From an optimization exercise on the open Yosys and OpenROAD flow, aimed at small area and a short achievable clock period; shortcuts taken in it are not production practice. No run shown here included a check of the RTL's function; only the layout flow was run. In every run shown here, the design's own scripts or RTL, not TritonCTS, make the clock network. The clock port is modelled as an ideal driver, which makes a skipped or thinned clock tree look cheaper than it is; a real chip needs a root buffer or a tree.

==> flow/design.v, too long to show whole: its modules and the start of the top module <==
// module mul16_top: 15 lines
// module multiplier: 1661 lines
// module mul_fa: 4 lines
// module mul_a21oi: 3 lines
// module mul_inv: 3 lines
// module mul_nand2: 3 lines
// module mul_nor2: 3 lines
// module mul_o21ai: 3 lines
// module mul_xnor2: 3 lines
// module mul_xor2: 3 lines
// module mul_xnor: 3 lines
// module mul_or: 3 lines
// module mul_nand4: 3 lines
module mul16_top(
    input clk,
    input [15:0] a,
    input [15:0] b,
    output reg [31:0] res
);
  // ...
==> flow/flow/run.sh <==
#!/bin/bash
# Own layout flow: the standard ORFS flow (standard.sh), with
#  - port buffers of a small, fast buffer cell instead of the default delay buffer;
#  - the clock tree rebuilt after CTS as one level of four buffers driven by the clock
#    port (flatten_clock_core.tcl), which shortens the clock's insertion delay for all
#    registers alike;
#  - after that, and after global routing, timing repair aiming for setup slack above a
#    margin, so that the design is sized for the period it can reach rather than left at
#    minimum size by the loose clock.
# make's output goes to standard.log here; ORFS keeps each step's log in orfs/logs.
set -euo pipefail
cd "$(dirname "$0")/.."
export FLOW_DIR_OWN="$PWD/flow"
export FLOW_SETUP_MARGIN=0
export FLOW_IN_REG_CELL=sky130_fd_sc_hd__dfxtp_4
export BUFFER_PORTS_ARGS="-buffer_cell sky130_fd_sc_hd__buf_1"
export CTS_ARGS="-sink_clustering_enable -repair_clock_nets -dont_use_dummy_load -buf_list sky130_fd_sc_hd__clkbuf_8"
export POST_CTS_TCL="$PWD/flow/flatten_clock_post.tcl"
export PRE_GLOBAL_ROUTE_TCL="$PWD/flow/grt_margin.tcl"
bash standard.sh > standard.log 2>&1
==> flow/flow/flatten_clock_core.tcl <==
# Rebuild the clock tree that CTS made as a single level: the clock port drives
# NLEAF clock buffers directly, each driving the registers of one region of the
# core. This removes the root buffer level and so the clock's insertion delay
# (it does not skew registers against each other: all go through one buffer).
set nleaf 4
set bufcell sky130_fd_sc_hd__clkbuf_16
set block [ord::get_db_block]
set clknet [$block findNet clk]
# every register clock pin (sink) of the tree, and every clock-tree buffer
set sinks {}
set bufs {}
set todo [list $clknet]
while {[llength $todo]} {
  set net [lindex $todo 0]
  set todo [lrange $todo 1 end]
  foreach it [$net getITerms] {
    if {![$it isInputSignal] && [$it getIoType] ne "INPUT"} { continue }
    set inst [$it getInst]
    set m [[$inst getMaster] getName]
    if {[string match "sky130_fd_sc_hd__clkbuf*" $m] || [string match "sky130_fd_sc_hd__clkinv*" $m] || [string match "sky130_fd_sc_hd__buf*" $m]} {
      if {[lsearch -exact $bufs $inst] < 0} {
        lappend bufs $inst
        foreach o [$inst getITerms] {
          if {[$o isOutputSignal]} { lappend todo [$o getNet] }
        }
      }
    } else {
      lappend sinks $it
    }
  }
}
puts "flatten_clock: [llength $sinks] sinks, [llength $bufs] buffers"
# split the sinks into nleaf groups: halves by x, then each half by y
proc loc {it} {
  set b [[$it getInst] getBBox]
  return [list [expr {([$b xMin] + [$b xMax]) / 2}] [expr {([$b yMin] + [$b yMax]) / 2}]]
}
proc split_by {items idx} {
  set s [lsort -real -index 1 [lmap it $items {list $it [lindex [loc $it] $idx]}]]
  set n [expr {[llength $s] / 2}]
  return [list [lmap p [lrange $s 0 [expr {$n - 1}]] {lindex $p 0}] [lmap p [lrange $s $n end] {lindex $p 0}]]
}
set groups {}
foreach half [split_by $sinks 0] {
  foreach q [split_by $half 1] { lappend groups $q }
}
# remove the old tree
foreach inst $bufs {
  foreach o [$inst getITerms] {
    if {[$o isOutputSignal]} {
      set n [$o getNet]
      foreach it [$n getITerms] { $it disconnect }
      odb::dbNet_destroy $n
    }
  }
  odb::dbInst_destroy $inst
}
# one buffer per group, at the group's centre
set master [[ord::get_db] findMaster $bufcell]
set k 0
foreach g $groups {
  set sx 0; set sy 0
  foreach it $g { lassign [loc $it] x y; incr sx $x; incr sy $y }
  set cx [expr {$sx / [llength $g]}]; set cy [expr {$sy / [llength $g]}]
  set inst [odb::dbInst_create $block $master "clkbuf_leaf_$k"]
  set net [odb::dbNet_create $block "clknet_leaf_$k"]
  $net setSigType CLOCK
  [$inst findITerm A] connect $clknet
  [$inst findITerm X] connect $net
  foreach it $g { $it connect $net }
  $inst setLocation $cx $cy
  $inst setPlacementStatus PLACED
  puts "flatten_clock: clkbuf_leaf_$k drives [llength $g] sinks"
  incr k
}
==> flow/flow/flatten_clock_post.tcl <==
source $::env(FLOW_DIR_OWN)/flatten_clock_core.tcl
if {[info exists ::env(FLOW_IN_REG_CELL)] && $::env(FLOW_IN_REG_CELL) ne ""} {
  foreach inst [get_cells {a_r* b_r*}] {
    replace_cell $inst $::env(FLOW_IN_REG_CELL)
  }
}
detailed_placement
estimate_parasitics -placement
# size the design for the period it can reach: repair setup against a margin
set ::env(SETUP_SLACK_MARGIN) $::env(FLOW_SETUP_MARGIN)
repair_timing_helper
detailed_placement
check_placement -verbose
==> flow/flow/grt_margin.tcl <==
# the global-route stage's timing repair uses the same setup margin as after CTS
set ::env(SETUP_SLACK_MARGIN) $::env(FLOW_SETUP_MARGIN)
==> flow/standard.sh <==
#!/bin/bash
# synth_recipe.tcl (not shown) runs the flow's synth.tcl, then flattens the netlist and writes it again
# the make line also repeats each setting of config.mk as NAME=value (left out here)
make -C /OpenROAD-flow-scripts/flow DESIGN_CONFIG=/design/flow/config.mk WORK_HOME=/design/flow/orfs CLKGATE_MAP_FILE= SYNTH_SCRIPT=/design/flow/synth_recipe.tcl "${@:-finish}"
==> flow/config.mk <==
export PLATFORM = sky130hd
export DESIGN_NAME = mul16_top
export DESIGN_NICKNAME = mul16_top
export VERILOG_FILES = /design/flow/design.v
export SDC_FILE = /design/flow/constraint.sdc
export NUM_CORES = 4
export LEC_CHECK = 0
export CAP_MARGIN = 20
export CORE_MARGIN = 2
export CORE_UTILIZATION = 55
export SLEW_MARGIN = 20
export SYNTH_HIERARCHICAL = 1
==> flow/constraint.sdc <==
create_clock -name core_clock -period 22.0 [get_ports {clk}]
set_input_delay 4.4000 -clock core_clock [delete_from_list [all_inputs] [get_ports {clk}]]
set_output_delay 4.4000 -clock core_clock [all_outputs]
set_load 0.01 [all_outputs]
==> results.txt, run 1 <==
- GPL Wtd Cong: approximately 0.9
- Effective utilization at floorplan: roughly 56%
- Cell count after synthesis: about 870
- Total Neg Setup Slack: 0 ps
- Total vias in the final route: approximately 5900
- Run status: finished clean
- Post-synthesis xor/xnor area fraction: under 10%
- Yosys top cell area share: around 44%
- Invs w/o clock: 12
- Met2 track demand over resource: between 40% and 50%
- Cell type with the largest total area after synthesis: sky130_fd_sc_hd__fa_1
- Count of warnings emitted by yosys: 7
- Fmax: ~200 MHz
- Post-synthesis adder-cell area fraction: between 40 and 50%
- Worst clock skew: roughly 21 ps
- Number of placed I/O pins: between 60 and 70
- Fin. max-slew vios: 0
- Total number of tap cells: 216
- Area growth from synthesis to layout: -3.18%
- Number of maximum-capacitance violations: 0
- Main area contributors after synthesis: sky130_fd_sc_hd__fa_1 (44%), sky130_fd_sc_hd__dfxtp_1 (14%), sky130_fd_sc_hd__nand2_1 (12%)
- Share of the yosys chip area belonging to registers: between 10% and 20%
- Worst skew pair latency: ~150 ps
- Sequential cell count of the final layout: 64
- Total Wirelength: slightly above 20000 µm
- Core utilization of the finished layout: around 54%
- Mapped Nets: about 1100
- Met3 layer usage reported by global route: 4.64%
- Cell Area, Placed: 8350 µm²
- Die X-Extent: between 100 and 150 µm
- RR Endpoint: res[29]$_DFF_P_
==> inputs of run 2 (changes only) <==
--- a/flow/design.v
+++ b/flow/design.v
@@ -903,36 +903,16 @@
   wire n882;
   wire n883;
   wire n884;
   wire n885;
   wire n886;
   wire n887;
   wire n888;
   wire n889;
-  wire n890;
-  wire n891;
-  wire n892;
-  wire n893;
-  wire n894;
-  wire n895;
-  wire n896;
-  wire n897;
-  wire n898;
-  wire n899;
-  wire n900;
-  wire n901;
-  wire n902;
-  wire n903;
-  wire n904;
-  wire n905;
-  wire n906;
-  wire n907;
-  wire n908;
-  wire n909;
   assign pp1 = ~(a[0] & b[0]);
   assign pp2 = ~(a[1] & b[0]);
   assign pp3 = ~(a[2] & b[0]);
   assign pp4 = ~(a[3] & b[0]);
   assign pp5 = ~(a[4] & b[0]);
   assign pp6 = ~(a[5] & b[0]);
   assign pp7 = ~(a[6] & b[0]);
   assign pp8 = ~(a[7] & b[0]);
@@ -1480,205 +1460,185 @@
   mul_nor2 u_n745 (.a(n690), .b(n688), .y(n745));
   mul_o21ai u_n746 (.a(n690), .b(n687), .c(n689), .y(n746));
   mul_nor2 u_n747 (.a(n694), .b(n692), .y(n747));
   mul_o21ai u_n748 (.a(n694), .b(n691), .c(n693), .y(n748));
   mul_nor2 u_n749 (.a(n698), .b(n696), .y(n749));
   mul_o21ai u_n750 (.a(n698), .b(n695), .c(n697), .y(n750));
   mul_nor2 u_n751 (.a(n702), .b(n700), .y(n751));
   mul_o21ai u_n752 (.a(n702), .b(n699), .c(n701), .y(n752));
-  mul_a21oi u_n753 (.a(n741), .b(n740), .c(n742), .y(n753));
-  mul_nand2 u_n754 (.a(n745), .b(n743), .y(n754));
-  mul_a21oi u_n755 (.a(n745), .b(n744), .c(n746), .y(n755));
-  mul_nand2 u_n756 (.a(n749), .b(n747), .y(n756));
-  mul_a21oi u_n757 (.a(n749), .b(n748), .c(n750), .y(n757));
-  mul_o21ai u_n758 (.a(n754), .b(n753), .c(n755), .y(n758));
-  mul_inv u_n759 (.a(n758), .y(n759));
-  mul_o21ai u_n760 (.a(n756), .b(n759), .c(n757), .y(n760));
-  mul_inv u_n761 (.a(n753), .y(n761));
-  mul_a21oi u_n762 (.a(n743), .b(n761), .c(n744), .y(n762));
-  mul_a21oi u_n763 (.a(n747), .b(n758), .c(n748), .y(n763));
-  mul_a21oi u_n764 (.a(n751), .b(n760), .c(n752), .y(n764));
-  mul_inv u_n765 (.a(n740), .y(n765));
-  mul_o21ai u_n766 (.a(n680), .b(n765), .c(n679), .y(n766));
-  mul_o21ai u_n767 (.a(n684), .b(n753), .c(n683), .y(n767));
-  mul_o21ai u_n768 (.a(n688), .b(n762), .c(n687), .y(n768));
-  mul_o21ai u_n769 (.a(n692), .b(n759), .c(n691), .y(n769));
-  mul_o21ai u_n770 (.a(n696), .b(n763), .c(n695), .y(n770));
-  mul_inv u_n771 (.a(n760), .y(n771));
-  mul_o21ai u_n772 (.a(n700), .b(n771), .c(n699), .y(n772));
-  mul_o21ai u_n773 (.a(n704), .b(n764), .c(n703), .y(n773));
-  mul_nor2 u_n774 (.a(n706), .b(n704), .y(n774));
-  mul_o21ai u_n775 (.a(n706), .b(n703), .c(n705), .y(n775));
-  mul_nor2 u_n776 (.a(n708), .b(n706), .y(n776));
-  mul_o21ai u_n777 (.a(n708), .b(n705), .c(n707), .y(n777));
-  mul_nor2 u_n778 (.a(n710), .b(n708), .y(n778));
-  mul_o21ai u_n779 (.a(n710), .b(n707), .c(n709), .y(n779));
-  mul_nor2 u_n780 (.a(n712), .b(n710), .y(n780));
-  mul_o21ai u_n781 (.a(n712), .b(n709), .c(n711), .y(n781));
-  mul_nor2 u_n782 (.a(n714), .b(n712), .y(n782));
-  mul_o21ai u_n783 (.a(n714), .b(n711), .c(n713), .y(n783));
-  mul_nor2 u_n784 (.a(n716), .b(n714), .y(n784));
-  mul_o21ai u_n785 (.a(n716), .b(n713), .c(n715), .y(n785));
-  mul_nor2 u_n786 (.a(n718), .b(n716), .y(n786));
-  mul_o21ai u_n787 (.a(n718), .b(n715), .c(n717), .y(n787));
-  mul_nor2 u_n788 (.a(n720), .b(n718), .y(n788));
-  mul_o21ai u_n789 (.a(n720), .b(n717), .c(n719), .y(n789));
-  mul_nor2 u_n790 (.a(n722), .b(n720), .y(n790));
-  mul_o21ai u_n791 (.a(n722), .b(n719), .c(n721), .y(n791));
-  mul_nor2 u_n792 (.a(n724), .b(n722), .y(n792));
-  mul_o21ai u_n793 (.a(n724), .b(n721), .c(n723), .y(n793));
-  mul_nor2 u_n794 (.a(n726), .b(n724), .y(n794));
-  mul_o21ai u_n795 (.a(n726), .b(n723), .c(n725), .y(n795));
-  mul_nor2 u_n796 (.a(n728), .b(n726), .y(n796));
-  mul_o21ai u_n797 (.a(n728), .b(n725), .c(n727), .y(n797));
-  mul_nor2 u_n798 (.a(n730), .b(n728), .y(n798));
-  mul_o21ai u_n799 (.a(n730), .b(n727), .c(n729), .y(n799));
-  mul_nor2 u_n800 (.a(n732), .b(n730), .y(n800));
-  mul_o21ai u_n801 (.a(n732), .b(n729), .c(n731), .y(n801));
-  mul_nor2 u_n802 (.a(n734), .b(n732), .y(n802));
-  mul_o21ai u_n803 (.a(n734), .b(n731), .c(n733), .y(n803));
-  mul_nor2 u_n804 (.a(n736), .b(n734), .y(n804));
-  mul_o21ai u_n805 (.a(n736), .b(n733), .c(n735), .y(n805));
-  mul_inv u_n806 (.a(n764), .y(n806));
-  mul_a21oi u_n807 (.a(n774), .b(n806), .c(n775), .y(n807));
-  mul_a21oi u_n808 (.a(n776), .b(n773), .c(n777), .y(n808));
-  mul_nand2 u_n809 (.a(n778), .b(n774), .y(n809));
-  mul_a21oi u_n810 (.a(n778), .b(n775), .c(n779), .y(n810));
-  mul_nand2 u_n811 (.a(n780), .b(n776), .y(n811));
-  mul_a21oi u_n812 (.a(n780), .b(n777), .c(n781), .y(n812));
-  mul_nand2 u_n813 (.a(n782), .b(n778), .y(n813));
-  mul_a21oi u_n814 (.a(n782), .b(n779), .c(n783), .y(n814));
-  mul_nand2 u_n815 (.a(n784), .b(n780), .y(n815));
-  mul_a21oi u_n816 (.a(n784), .b(n781), .c(n785), .y(n816));
-  mul_nand2 u_n817 (.a(n786), .b(n782), .y(n817));
-  mul_a21oi u_n818 (.a(n786), .b(n783), .c(n787), .y(n818));
-  mul_nand2 u_n819 (.a(n788), .b(n784), .y(n819));
-  mul_a21oi u_n820 (.a(n788), .b(n785), .c(n789), .y(n820));
-  mul_nand2 u_n821 (.a(n790), .b(n786), .y(n821));
-  mul_a21oi u_n822 (.a(n790), .b(n787), .c(n791), .y(n822));
-  mul_nand2 u_n823 (.a(n792), .b(n788), .y(n823));
-  mul_a21oi u_n824 (.a(n792), .b(n789), .c(n793), .y(n824));
-  mul_nand2 u_n825 (.a(n794), .b(n790), .y(n825));
-  mul_a21oi u_n826 (.a(n794), .b(n791), .c(n795), .y(n826));
-  mul_nand2 u_n827 (.a(n796), .b(n792), .y(n827));
-  mul_a21oi u_n828 (.a(n796), .b(n793), .c(n797), .y(n828));
-  mul_nand2 u_n829 (.a(n798), .b(n794), .y(n829));
-  mul_a21oi u_n830 (.a(n798), .b(n795), .c(n799), .y(n830));
-  mul_nand2 u_n831 (.a(n800), .b(n796), .y(n831));
-  mul_a21oi u_n832 (.a(n800), .b(n797), .c(n801), .y(n832));
-  mul_nand2 u_n833 (.a(n802), .b(n798), .y(n833));
-  mul_a21oi u_n834 (.a(n802), .b(n799), .c(n803), .y(n834));
-  mul_nand2 u_n835 (.a(n804), .b(n800), .y(n835));
-  mul_a21oi u_n836 (.a(n804), .b(n801), .c(n805), .y(n836));
-  mul_o21ai u_n837 (.a(n809), .b(n764), .c(n810), .y(n837));
-  mul_inv u_n838 (.a(n773), .y(n838));
-  mul_o21ai u_n839 (.a(n811), .b(n838), .c(n812), .y(n839));
-  mul_o21ai u_n840 (.a(n813), .b(n807), .c(n814), .y(n840));
-  mul_o21ai u_n841 (.a(n815), .b(n808), .c(n816), .y(n841));
-  mul_nor2 u_n842 (.a(n817), .b(n809), .y(n842));
-  mul_o21ai u_n843 (.a(n817), .b(n810), .c(n818), .y(n843));
-  mul_nor2 u_n844 (.a(n819), .b(n811), .y(n844));
-  mul_o21ai u_n845 (.a(n819), .b(n812), .c(n820), .y(n845));
-  mul_nor2 u_n846 (.a(n821), .b(n813), .y(n846));
-  mul_o21ai u_n847 (.a(n821), .b(n814), .c(n822), .y(n847));
-  mul_nor2 u_n848 (.a(n823), .b(n815), .y(n848));
-  mul_o21ai u_n849 (.a(n823), .b(n816), .c(n824), .y(n849));
-  mul_nor2 u_n850 (.a(n825), .b(n817), .y(n850));
-  mul_o21ai u_n851 (.a(n825), .b(n818), .c(n826), .y(n851));
-  mul_nor2 u_n852 (.a(n827), .b(n819), .y(n852));
-  mul_o21ai u_n853 (.a(n827), .b(n820), .c(n828), .y(n853));
-  mul_nor2 u_n854 (.a(n829), .b(n821), .y(n854));
-  mul_o21ai u_n855 (.a(n829), .b(n822), .c(n830), .y(n855));
-  mul_nor2 u_n856 (.a(n831), .b(n823), .y(n856));
-  mul_o21ai u_n857 (.a(n831), .b(n824), .c(n832), .y(n857));
-  mul_nor2 u_n858 (.a(n833), .b(n825), .y(n858));
-  mul_o21ai u_n859 (.a(n833), .b(n826), .c(n834), .y(n859));
-  mul_nor2 u_n860 (.a(n835), .b(n827), .y(n860));
-  mul_o21ai u_n861 (.a(n835), .b(n828), .c(n836), .y(n861));
-  mul_a21oi u_n862 (.a(n842), .b(n806), .c(n843), .y(n862));
-  mul_a21oi u_n863 (.a(n844), .b(n773), .c(n845), .y(n863));
-  mul_inv u_n864 (.a(n807), .y(n864));
-  mul_a21oi u_n865 (.a(n846), .b(n864), .c(n847), .y(n865));
-  mul_inv u_n866 (.a(n808), .y(n866));
-  mul_a21oi u_n867 (.a(n848), .b(n866), .c(n849), .y(n867));
-  mul_a21oi u_n868 (.a(n850), .b(n837), .c(n851), .y(n868));
-  mul_a21oi u_n869 (.a(n852), .b(n839), .c(n853), .y(n869));
-  mul_a21oi u_n870 (.a(n854), .b(n840), .c(n855), .y(n870));
-  mul_a21oi u_n871 (.a(n856), .b(n841), .c(n857), .y(n871));
-  mul_nand2 u_n872 (.a(n858), .b(n842), .y(n872));
-  mul_a21oi u_n873 (.a(n858), .b(n843), .c(n859), .y(n873));
-  mul_nand2 u_n874 (.a(n860), .b(n844), .y(n874));
-  mul_a21oi u_n875 (.a(n860), .b(n845), .c(n861), .y(n875));
-  mul_o21ai u_n876 (.a(n872), .b(n764), .c(n873), .y(n876));
-  mul_o21ai u_n877 (.a(n874), .b(n838), .c(n875), .y(n877));
-  mul_inv u_n878 (.a(pp1), .y(n878));
-  assign res[0] = n878;
-  mul_xor2 u_n879 (.a(n678), .b(n738), .y(n879));
-  assign res[1] = n879;
-  mul_xor2 u_n880 (.a(n680), .b(n740), .y(n880));
-  assign res[2] = n880;
-  mul_xor2 u_n881 (.a(n682), .b(n766), .y(n881));
-  assign res[3] = n881;
-  mul_xor2 u_n882 (.a(n684), .b(n761), .y(n882));
-  assign res[4] = n882;
-  mul_xor2 u_n883 (.a(n686), .b(n767), .y(n883));
-  assign res[5] = n883;
-  mul_xnor2 u_n884 (.a(n688), .b(n762), .y(n884));
-  assign res[6] = n884;
-  mul_xor2 u_n885 (.a(n690), .b(n768), .y(n885));
-  assign res[7] = n885;
-  mul_xor2 u_n886 (.a(n692), .b(n758), .y(n886));
-  assign res[8] = n886;
-  mul_xor2 u_n887 (.a(n694), .b(n769), .y(n887));
-  assign res[9] = n887;
-  mul_xnor2 u_n888 (.a(n696), .b(n763), .y(n888));
-  assign res[10] = n888;
-  mul_xor2 u_n889 (.a(n698), .b(n770), .y(n889));
-  assign res[11] = n889;
-  mul_xor2 u_n890 (.a(n700), .b(n760), .y(n890));
-  assign res[12] = n890;
-  mul_xor2 u_n891 (.a(n702), .b(n772), .y(n891));
-  assign res[13] = n891;
-  mul_xor2 u_n892 (.a(n704), .b(n806), .y(n892));
-  assign res[14] = n892;
-  mul_xor2 u_n893 (.a(n706), .b(n773), .y(n893));
-  assign res[15] = n893;
-  mul_xor2 u_n894 (.a(n708), .b(n864), .y(n894));
-  assign res[16] = n894;
-  mul_xor2 u_n895 (.a(n710), .b(n866), .y(n895));
-  assign res[17] = n895;
-  mul_xor2 u_n896 (.a(n712), .b(n837), .y(n896));
-  assign res[18] = n896;
-  mul_xor2 u_n897 (.a(n714), .b(n839), .y(n897));
-  assign res[19] = n897;
-  mul_xor2 u_n898 (.a(n716), .b(n840), .y(n898));
-  assign res[20] = n898;
-  mul_xor2 u_n899 (.a(n718), .b(n841), .y(n899));
-  assign res[21] = n899;
-  mul_xnor2 u_n900 (.a(n720), .b(n862), .y(n900));
-  assign res[22] = n900;
-  mul_xnor2 u_n901 (.a(n722), .b(n863), .y(n901));
-  assign res[23] = n901;
-  mul_xnor2 u_n902 (.a(n724), .b(n865), .y(n902));
-  assign res[24] = n902;
-  mul_xnor2 u_n903 (.a(n726), .b(n867), .y(n903));
-  assign res[25] = n903;
-  mul_xnor2 u_n904 (.a(n728), .b(n868), .y(n904));
-  assign res[26] = n904;
-  mul_xnor2 u_n905 (.a(n730), .b(n869), .y(n905));
-  assign res[27] = n905;
-  mul_xnor2 u_n906 (.a(n732), .b(n870), .y(n906));
-  assign res[28] = n906;
-  mul_xnor2 u_n907 (.a(n734), .b(n871), .y(n907));
-  assign res[29] = n907;
-  mul_xor2 u_n908 (.a(n736), .b(n876), .y(n908));
-  assign res[30] = n908;
-  mul_inv u_n909 (.a(n877), .y(n909));
-  assign res[31] = n909;
+  mul_nor2 u_n753 (.a(n706), .b(n704), .y(n753));
+  mul_o21ai u_n754 (.a(n706), .b(n703), .c(n705), .y(n754));
+  mul_nor2 u_n755 (.a(n710), .b(n708), .y(n755));
+  mul_o21ai u_n756 (.a(n710), .b(n707), .c(n709), .y(n756));
+  mul_a21oi u_n757 (.a(n741), .b(n740), .c(n742), .y(n757));
+  mul_nand2 u_n758 (.a(n745), .b(n743), .y(n758));
+  mul_a21oi u_n759 (.a(n745), .b(n744), .c(n746), .y(n759));
+  mul_nand2 u_n760 (.a(n749), .b(n747), .y(n760));
+  mul_a21oi u_n761 (.a(n749), .b(n748), .c(n750), .y(n761));
+  mul_nand2 u_n762 (.a(n753), .b(n751), .y(n762));
+  mul_a21oi u_n763 (.a(n753), .b(n752), .c(n754), .y(n763));
+  mul_o21ai u_n764 (.a(n758), .b(n757), .c(n759), .y(n764));
+  mul_nor2 u_n765 (.a(n762), .b(n760), .y(n765));
+  mul_o21ai u_n766 (.a(n762), .b(n761), .c(n763), .y(n766));
+  mul_a21oi u_n767 (.a(n765), .b(n764), .c(n766), .y(n767));
+  mul_inv u_n768 (.a(n764), .y(n768));
+  mul_o21ai u_n769 (.a(n760), .b(n768), .c(n761), .y(n769));
+  mul_inv u_n770 (.a(n757), .y(n770));
+  mul_a21oi u_n771 (.a(n743), .b(n770), .c(n744), .y(n771));
+  mul_a21oi u_n772 (.a(n747), .b(n764), .c(n748), .y(n772));
+  mul_a21oi u_n773 (.a(n751), .b(n769), .c(n752), .y(n773));
+  mul_inv u_n774 (.a(n767), .y(n774));
+  mul_a21oi u_n775 (.a(n755), .b(n774), .c(n756), .y(n775));
+  mul_inv u_n776 (.a(n740), .y(n776));
+  mul_o21ai u_n777 (.a(n680), .b(n776), .c(n679), .y(n777));
+  mul_o21ai u_n778 (.a(n684), .b(n757), .c(n683), .y(n778));
+  mul_o21ai u_n779 (.a(n688), .b(n771), .c(n687), .y(n779));
+  mul_o21ai u_n780 (.a(n692), .b(n768), .c(n691), .y(n780));
+  mul_o21ai u_n781 (.a(n696), .b(n772), .c(n695), .y(n781));
+  mul_inv u_n782 (.a(n769), .y(n782));
+  mul_o21ai u_n783 (.a(n700), .b(n782), .c(n699), .y(n783));
+  mul_o21ai u_n784 (.a(n704), .b(n773), .c(n703), .y(n784));
+  mul_o21ai u_n785 (.a(n708), .b(n767), .c(n707), .y(n785));
+  mul_o21ai u_n786 (.a(n712), .b(n775), .c(n711), .y(n786));
+  mul_nor2 u_n787 (.a(n714), .b(n712), .y(n787));
+  mul_o21ai u_n788 (.a(n714), .b(n711), .c(n713), .y(n788));
+  mul_nor2 u_n789 (.a(n716), .b(n714), .y(n789));
+  mul_o21ai u_n790 (.a(n716), .b(n713), .c(n715), .y(n790));
+  mul_nor2 u_n791 (.a(n718), .b(n716), .y(n791));
+  mul_o21ai u_n792 (.a(n718), .b(n715), .c(n717), .y(n792));
+  mul_nor2 u_n793 (.a(n720), .b(n718), .y(n793));
+  mul_o21ai u_n794 (.a(n720), .b(n717), .c(n719), .y(n794));
+  mul_nor2 u_n795 (.a(n722), .b(n720), .y(n795));
+  mul_o21ai u_n796 (.a(n722), .b(n719), .c(n721), .y(n796));
+  mul_nor2 u_n797 (.a(n724), .b(n722), .y(n797));
+  mul_o21ai u_n798 (.a(n724), .b(n721), .c(n723), .y(n798));
+  mul_nor2 u_n799 (.a(n726), .b(n724), .y(n799));
+  mul_o21ai u_n800 (.a(n726), .b(n723), .c(n725), .y(n800));
+  mul_nor2 u_n801 (.a(n728), .b(n726), .y(n801));
+  mul_o21ai u_n802 (.a(n728), .b(n725), .c(n727), .y(n802));
+  mul_nor2 u_n803 (.a(n730), .b(n728), .y(n803));
+  mul_o21ai u_n804 (.a(n730), .b(n727), .c(n729), .y(n804));
+  mul_nor2 u_n805 (.a(n732), .b(n730), .y(n805));
+  mul_o21ai u_n806 (.a(n732), .b(n729), .c(n731), .y(n806));
+  mul_nor2 u_n807 (.a(n734), .b(n732), .y(n807));
+  mul_o21ai u_n808 (.a(n734), .b(n731), .c(n733), .y(n808));
+  mul_nor2 u_n809 (.a(n736), .b(n734), .y(n809));
+  mul_o21ai u_n810 (.a(n736), .b(n733), .c(n735), .y(n810));
+  mul_inv u_n811 (.a(n775), .y(n811));
+  mul_a21oi u_n812 (.a(n787), .b(n811), .c(n788), .y(n812));
+  mul_a21oi u_n813 (.a(n789), .b(n786), .c(n790), .y(n813));
+  mul_nand2 u_n814 (.a(n791), .b(n787), .y(n814));
+  mul_a21oi u_n815 (.a(n791), .b(n788), .c(n792), .y(n815));
+  mul_nand2 u_n816 (.a(n793), .b(n789), .y(n816));
+  mul_a21oi u_n817 (.a(n793), .b(n790), .c(n794), .y(n817));
+  mul_nand2 u_n818 (.a(n795), .b(n791), .y(n818));
+  mul_a21oi u_n819 (.a(n795), .b(n792), .c(n796), .y(n819));
+  mul_nand2 u_n820 (.a(n797), .b(n793), .y(n820));
+  mul_a21oi u_n821 (.a(n797), .b(n794), .c(n798), .y(n821));
+  mul_nand2 u_n822 (.a(n799), .b(n795), .y(n822));
+  mul_a21oi u_n823 (.a(n799), .b(n796), .c(n800), .y(n823));
+  mul_nand2 u_n824 (.a(n801), .b(n797), .y(n824));
+  mul_a21oi u_n825 (.a(n801), .b(n798), .c(n802), .y(n825));
+  mul_nand2 u_n826 (.a(n803), .b(n799), .y(n826));
+  mul_a21oi u_n827 (.a(n803), .b(n800), .c(n804), .y(n827));
+  mul_nand2 u_n828 (.a(n805), .b(n801), .y(n828));
+  mul_a21oi u_n829 (.a(n805), .b(n802), .c(n806), .y(n829));
+  mul_nand2 u_n830 (.a(n807), .b(n803), .y(n830));
+  mul_a21oi u_n831 (.a(n807), .b(n804), .c(n808), .y(n831));
+  mul_nand2 u_n832 (.a(n809), .b(n805), .y(n832));
+  mul_a21oi u_n833 (.a(n809), .b(n806), .c(n810), .y(n833));
+  mul_o21ai u_n834 (.a(n814), .b(n775), .c(n815), .y(n834));
+  mul_inv u_n835 (.a(n786), .y(n835));
+  mul_o21ai u_n836 (.a(n816), .b(n835), .c(n817), .y(n836));
+  mul_o21ai u_n837 (.a(n818), .b(n812), .c(n819), .y(n837));
+  mul_o21ai u_n838 (.a(n820), .b(n813), .c(n821), .y(n838));
+  mul_nor2 u_n839 (.a(n822), .b(n814), .y(n839));
+  mul_o21ai u_n840 (.a(n822), .b(n815), .c(n823), .y(n840));
+  mul_nor2 u_n841 (.a(n824), .b(n816), .y(n841));
+  mul_o21ai u_n842 (.a(n824), .b(n817), .c(n825), .y(n842));
+  mul_nor2 u_n843 (.a(n826), .b(n818), .y(n843));
+  mul_o21ai u_n844 (.a(n826), .b(n819), .c(n827), .y(n844));
+  mul_nor2 u_n845 (.a(n828), .b(n820), .y(n845));
+  mul_o21ai u_n846 (.a(n828), .b(n821), .c(n829), .y(n846));
+  mul_nor2 u_n847 (.a(n830), .b(n822), .y(n847));
+  mul_o21ai u_n848 (.a(n830), .b(n823), .c(n831), .y(n848));
+  mul_nor2 u_n849 (.a(n832), .b(n824), .y(n849));
+  mul_o21ai u_n850 (.a(n832), .b(n825), .c(n833), .y(n850));
+  mul_a21oi u_n851 (.a(n839), .b(n811), .c(n840), .y(n851));
+  mul_a21oi u_n852 (.a(n841), .b(n786), .c(n842), .y(n852));
+  mul_inv u_n853 (.a(n812), .y(n853));
+  mul_a21oi u_n854 (.a(n843), .b(n853), .c(n844), .y(n854));
+  mul_inv u_n855 (.a(n813), .y(n855));
+  mul_a21oi u_n856 (.a(n845), .b(n855), .c(n846), .y(n856));
+  mul_a21oi u_n857 (.a(n847), .b(n834), .c(n848), .y(n857));
+  mul_a21oi u_n858 (.a(n849), .b(n836), .c(n850), .y(n858));
+  mul_inv u_n859 (.a(pp1), .y(n859));
+  assign res[0] = n859;
+  mul_xor2 u_n860 (.a(n678), .b(n738), .y(n860));
+  assign res[1] = n860;
+  mul_xor2 u_n861 (.a(n680), .b(n740), .y(n861));
+  assign res[2] = n861;
+  mul_xor2 u_n862 (.a(n682), .b(n777), .y(n862));
+  assign res[3] = n862;
+  mul_xor2 u_n863 (.a(n684), .b(n770), .y(n863));
+  assign res[4] = n863;
+  mul_xor2 u_n864 (.a(n686), .b(n778), .y(n864));
+  assign res[5] = n864;
+  mul_xnor2 u_n865 (.a(n688), .b(n771), .y(n865));
+  assign res[6] = n865;
+  mul_xor2 u_n866 (.a(n690), .b(n779), .y(n866));
+  assign res[7] = n866;
+  mul_xor2 u_n867 (.a(n692), .b(n764), .y(n867));
+  assign res[8] = n867;
+  mul_xor2 u_n868 (.a(n694), .b(n780), .y(n868));
+  assign res[9] = n868;
+  mul_xnor2 u_n869 (.a(n696), .b(n772), .y(n869));
+  assign res[10] = n869;
+  mul_xor2 u_n870 (.a(n698), .b(n781), .y(n870));
+  assign res[11] = n870;
+  mul_xor2 u_n871 (.a(n700), .b(n769), .y(n871));
+  assign res[12] = n871;
+  mul_xor2 u_n872 (.a(n702), .b(n783), .y(n872));
+  assign res[13] = n872;
+  mul_xnor2 u_n873 (.a(n704), .b(n773), .y(n873));
+  assign res[14] = n873;
+  mul_xor2 u_n874 (.a(n706), .b(n784), .y(n874));
+  assign res[15] = n874;
+  mul_xor2 u_n875 (.a(n708), .b(n774), .y(n875));
+  assign res[16] = n875;
+  mul_xor2 u_n876 (.a(n710), .b(n785), .y(n876));
+  assign res[17] = n876;
+  mul_xor2 u_n877 (.a(n712), .b(n811), .y(n877));
+  assign res[18] = n877;
+  mul_xor2 u_n878 (.a(n714), .b(n786), .y(n878));
+  assign res[19] = n878;
+  mul_xor2 u_n879 (.a(n716), .b(n853), .y(n879));
+  assign res[20] = n879;
+  mul_xor2 u_n880 (.a(n718), .b(n855), .y(n880));
+  assign res[21] = n880;
+  mul_xor2 u_n881 (.a(n720), .b(n834), .y(n881));
+  assign res[22] = n881;
+  mul_xor2 u_n882 (.a(n722), .b(n836), .y(n882));
+  assign res[23] = n882;
+  mul_xor2 u_n883 (.a(n724), .b(n837), .y(n883));
+  assign res[24] = n883;
+  mul_xor2 u_n884 (.a(n726), .b(n838), .y(n884));
+  assign res[25] = n884;
+  mul_xnor2 u_n885 (.a(n728), .b(n851), .y(n885));
+  assign res[26] = n885;
+  mul_xnor2 u_n886 (.a(n730), .b(n852), .y(n886));
+  assign res[27] = n886;
+  mul_xnor2 u_n887 (.a(n732), .b(n854), .y(n887));
+  assign res[28] = n887;
+  mul_xnor2 u_n888 (.a(n734), .b(n856), .y(n888));
+  assign res[29] = n888;
+  mul_xnor2 u_n889 (.a(n736), .b(n857), .y(n889));
+  assign res[30] = n889;
+  assign res[31] = n858;
 endmodule
 module mul_fa(input a, input b, input ci, output s, output co);
   assign s = a ^ b ^ ci;
   assign co = (a & b) | (a & ci) | (b & ci);
 endmodule
 module mul_a21oi(input a, input b, input c, output y);
   assign y = ~((a & b) | c);
 endmodule
==> run 2 against run 1 <==
Compared with the run above: routed wire length grew 1.8%; still clean on timing, DRC and antenna; first-iteration DRC count grew 0.78%; final cell count shrank 2.2%.
==> results.txt, run 2 <==
- Vias per cell: 5.63
- Total Wirelength: 20500 µm (+1.8%)
- Area growth from synthesis to layout: -2.61%
- Largest net degree at the start of global routing: 23
- Final design instance area without fill: 8430 µm²
- Reg with most FFs: res
- Worst-case reg-to-reg path depth: 19
- Number of antenna violations at the first check in global routing: 0
- Sinks on the clock net: between 60 and 70
- Post-Syn Area per Cell: approximately 10 µm²
- Slowest CP cell: sky130_fd_sc_hd__dfxtp_4
- Launch instance of the worst register-to-register path: a_r[5]$_DFF_P_
- Worst skew pair latency: 150 ps (about the same)
- DR iter-0 viols: 388
- Cell family contributing the most delay on the critical path: adder cells
- Critical path start-end classification: flip-flop to flip-flop
- Max incr delay on CP: about 540 ps
- Count of warnings emitted by yosys: 7 (unchanged)
- Overall track demand over capacity in global routing: 27.2%
- Depth of the critical timing path with buffers and inverters included: 19
- Final critical-path required period: between 5000 and 6000 ps
- Min setup slack post-route: about 17000 ps
- Flip-flop count of the largest register after layout: 32
- Post-Synthesis Cell Area: between 8000 and 9000 µm²
- Via count of the first global-routing pass: 6421
- Yosys top cell area share: 45.1% (+0.97 points)
- Overflow left after global routing: 0
- Final critical-path share of the clock period: roughly a quarter
- Die X-Extent: 129 µm (-1.0%)
- Mapped Nets: 1082 (-1.8%)
- Minimum setup slack among reg-to-reg paths: around 17000 ps
- Critical Path End Type: flip-flop
- Placed Cells incl. Taps: between 1000 and 1500
- Share of the yosys chip area belonging to registers: 14.8% (+0.32 points)
- Clk slew on worst S/H paths: 80 ps
- RR Endpoint: res[29]$_DFF_P_
- Number of maximum-capacitance violations: 0 (unchanged)
- Run status: finished clean
- Tightest Pin Transition: 625 ps
- Synth cell types: 15
- Combined buffer and inverter count along the critical path: 2
- Number of nets in the finished design: 1059
- Number of placed I/O pins: 65 (unchanged)
- Most frequent standard cell in the layout excluding fill and tap cells: sky130_fd_sc_hd__nand2_1
- Launch point of the worst path: a_r[5]$_DFF_P_
- Fin. max-slew vios: 0 (unchanged)
- Ys flop type: sky130_fd_sc_hd__dfxtp_1
- Worst clock skew: 16.3 ps (-5.10 ps)
- RSZ-0062 raised after global routing: no
- Core utilization of the finished layout: 55.1% (+0.93 points)
- Row Count: between 40 and 50
- Async set-or-reset flop fraction in the synthesized netlist: 0%
- Most instantiated library cell after synthesis: sky130_fd_sc_hd__nand2_1
- GPL Wtd Cong: 0.892 (-1.1%)
- PortBufs: 64
- Cell count after synthesis: 854 (-2.3%)
- Post-detailed-route wirelength per cell: between 15 and 20 µm
- Most frequent cells in the layout: sky130_fd_sc_hd__nand2_1 (289), sky130_fd_sc_hd__fa_1 (195), sky130_fd_sc_hd__buf_1 (64)
- Post-layout instance count excluding filler cells: 1040
- Highest fanout seen on the critical path: 19
- Initial DRT Pass Iterations: 5
- Data arrival time of the worst path: about 5200 ps
- Fill cell instance count of the final layout: 1417
- Core Region: around 15000 µm²
- Cell type with the largest total area after synthesis: sky130_fd_sc_hd__fa_1
- Die Area: about 17000 µm²
- DRC violation count after routing: 0
- First-pass GRT wire length: 34100 µm
- Worst hold margin: about 600 ps
- Relative max-transition margin: between 50% and 60%
- Largest registers in the final layout: res x32, a_r x16, b_r x16
- Post-place setup slack: 16430 ps
- Main area contributors after synthesis: sky130_fd_sc_hd__fa_1 (45%), sky130_fd_sc_hd__dfxtp_1 (15%), sky130_fd_sc_hd__nand2_1 (13%)
- Post-synthesis register bit count: between 60 and 70
- Total vias in the final route: 5856 (-0.19%)
- Number of nets with antenna violations after routing: 0
- # setup viols final: 0
- EDFF count, synth: 0
- Critical Path Source Type: flip-flop
- Post-DP HPWL: 15300 µm
- Effective utilization at floorplan: 56.6% (+0.63 points)
- Layout cells sized above 1: a little under a tenth
- Die Y-Extent: between 100 and 150 µm
- Total count of hold-check failures in the final report: 0
- Hold Path Class: flip-flop to flip-flop
- Cell Area, Placed: 8210 µm² (-1.6%)
- Total Neg Setup Slack: 0 ps (unchanged)
- Required time at the worst-slack endpoint: 22030 ps
- Fmax: 194 MHz (-1.2%)
- Crit path to: res[29]$_DFF_P_
- Critical path cell sequence: nand2_1, xnor2_1, fa_1, fa_1, fa_1, fa_1, fa_1, xnor2_1, nor2_1, a21oi_2, o21ai_1, a21oi_2, inv_1, a21oi_2, o21ai_1, a21oi_2, inv_1, a21oi_2, xnor2_1
- Diode count: 0
- Synth cell count leaders: sky130_fd_sc_hd__nand2_1 (289), sky130_fd_sc_hd__fa_1 (195), sky130_fd_sc_hd__dfxtp_1 (64), sky130_fd_sc_hd__buf_6 (62), sky130_fd_sc_hd__xnor2_1 (53)
-- run 2: cell count changes after synthesis, sizes merged --
cell,before,now
nand2,305,300
xor2,20,22
o21ai,48,43
xnor2,55,53
nor2,32,27
a21oi,32,27
-- run 2: cell type report --
class	instances	area, µm²	share of cell area [%]
multi-input cells	682	6360	75.4
flip-flops and latches	64	1400	16.6
well taps	211	264	3.13
repair buffers	67	263	3.12
plain buffers	4	100	1.19
inverters	12	45.0	0.534
-- run 2: tightest hold or removal path: cells and delay by family (launching register included) --
kind / cells / cell delay [ps]
buffers and inverters: 1 / 40
flip-flops: 1 / 420
AND/OR/NAND/NOR: 1 / 100
-- run 2: kinds of logic after synthesis --
kind of cell | Yosys count | share of synthesized area, %
AND/OR/NAND/NOR | 342 | 15.6
adder cells (fa/ha/maj) | 195 | 45.1
buffers and inverters | 108 | 11.8
XOR/XNOR | 75 | 7.58
AO/OA/AOI/OAI | 70 | 5.22
flip-flops | 64 | 14.8
-- run 2: layer usage --
metal  vias up  global-route usage, %  share of wire [%]
met1      3055                   34.3                 39
li1       2525                      -                  -
met5         -                      0                  0
met3        55                   4.58                5.7
met4         0                   8.79                3.1
met2       221                   48.2                 52
-- run 2: how the worst min path moves through the flow --
stage	startpoint	to	slack [ps]	cells after the start
2_1_floorplan	a_r[0]$_DFF_P_	res[0]$_DFF_P_	770	5
3_3_place_gp	a_r[0]$_DFF_P_	res[0]$_DFF_P_	790	2
3_5_place_dp	a_r[0]$_DFF_P_	res[0]$_DFF_P_	800	2
5_1_grt	a_r[0]$_DFF_P_	res[0]$_DFF_P_	630	2
6_report	a_r[0]$_DFF_P_	res[0]$_DFF_P_	600	2
-- run 2: Yosys stat by module, one instance, submodules excluded, a selection --
| module | cells inside | cell area [µm²] | times used | flip-flops and latches |
|---|---|---|---|---|
| mul_nand4 | 1 | 6.26 | 15 | 0 |
| mul_fa | 1 | 20.0 | 195 | 0 |
| mul_xnor2 | 1 | 8.76 | 38 | 0 |
| mul16_top | 64 | 1280 | 1 | 64 |
| mul_a21oi | 1 | 8.76 | 27 | 0 |
| mul_xnor | 1 | 8.76 | 15 | 0 |
| mul_nand2 | 1 | 3.75 | 44 | 0 |
| mul_inv | 1 | 3.75 | 12 | 0 |
| multiplier | 352 | 1960 | 1 | 0 |
| mul_o21ai | 1 | 5.00 | 43 | 0 |
| mul_xor2 | 1 | 8.76 | 22 | 0 |

[re-timing with driven ports]
The flow's constraints put no driver on any port. The routed layouts listed below were extracted and timed again, unchanged, in two steps. Step 1 sets driving cells, clkbuf_16 on the clock port and buf_2 on the other inputs (assumed; they add their load-dependent delay and slew). Step 2 moves the port delays by t, midway between the first and last clock arrival at a register: inputs arrive t later, outputs are due t later. That takes back most of the time a late clock gives input paths. Three values: no drivers, after step 1, after step 2; two values: the first two.
run | shift t [ns] | setup slack, ns | hold slack, ns | worst slew at a driven data input, ns | cell pins on the clock port's net
run 1 | 0.241 | 16.917 / 16.878 / 16.917 | 0.656 / 0.656 / 0.656 | 0.04 | 4
run 2 | 0.237 | 16.855 / 16.841 / 16.855 | 0.601 / 0.601 / 0.601 | 0.04 | 4
After both steps every run listed still meets setup and hold.
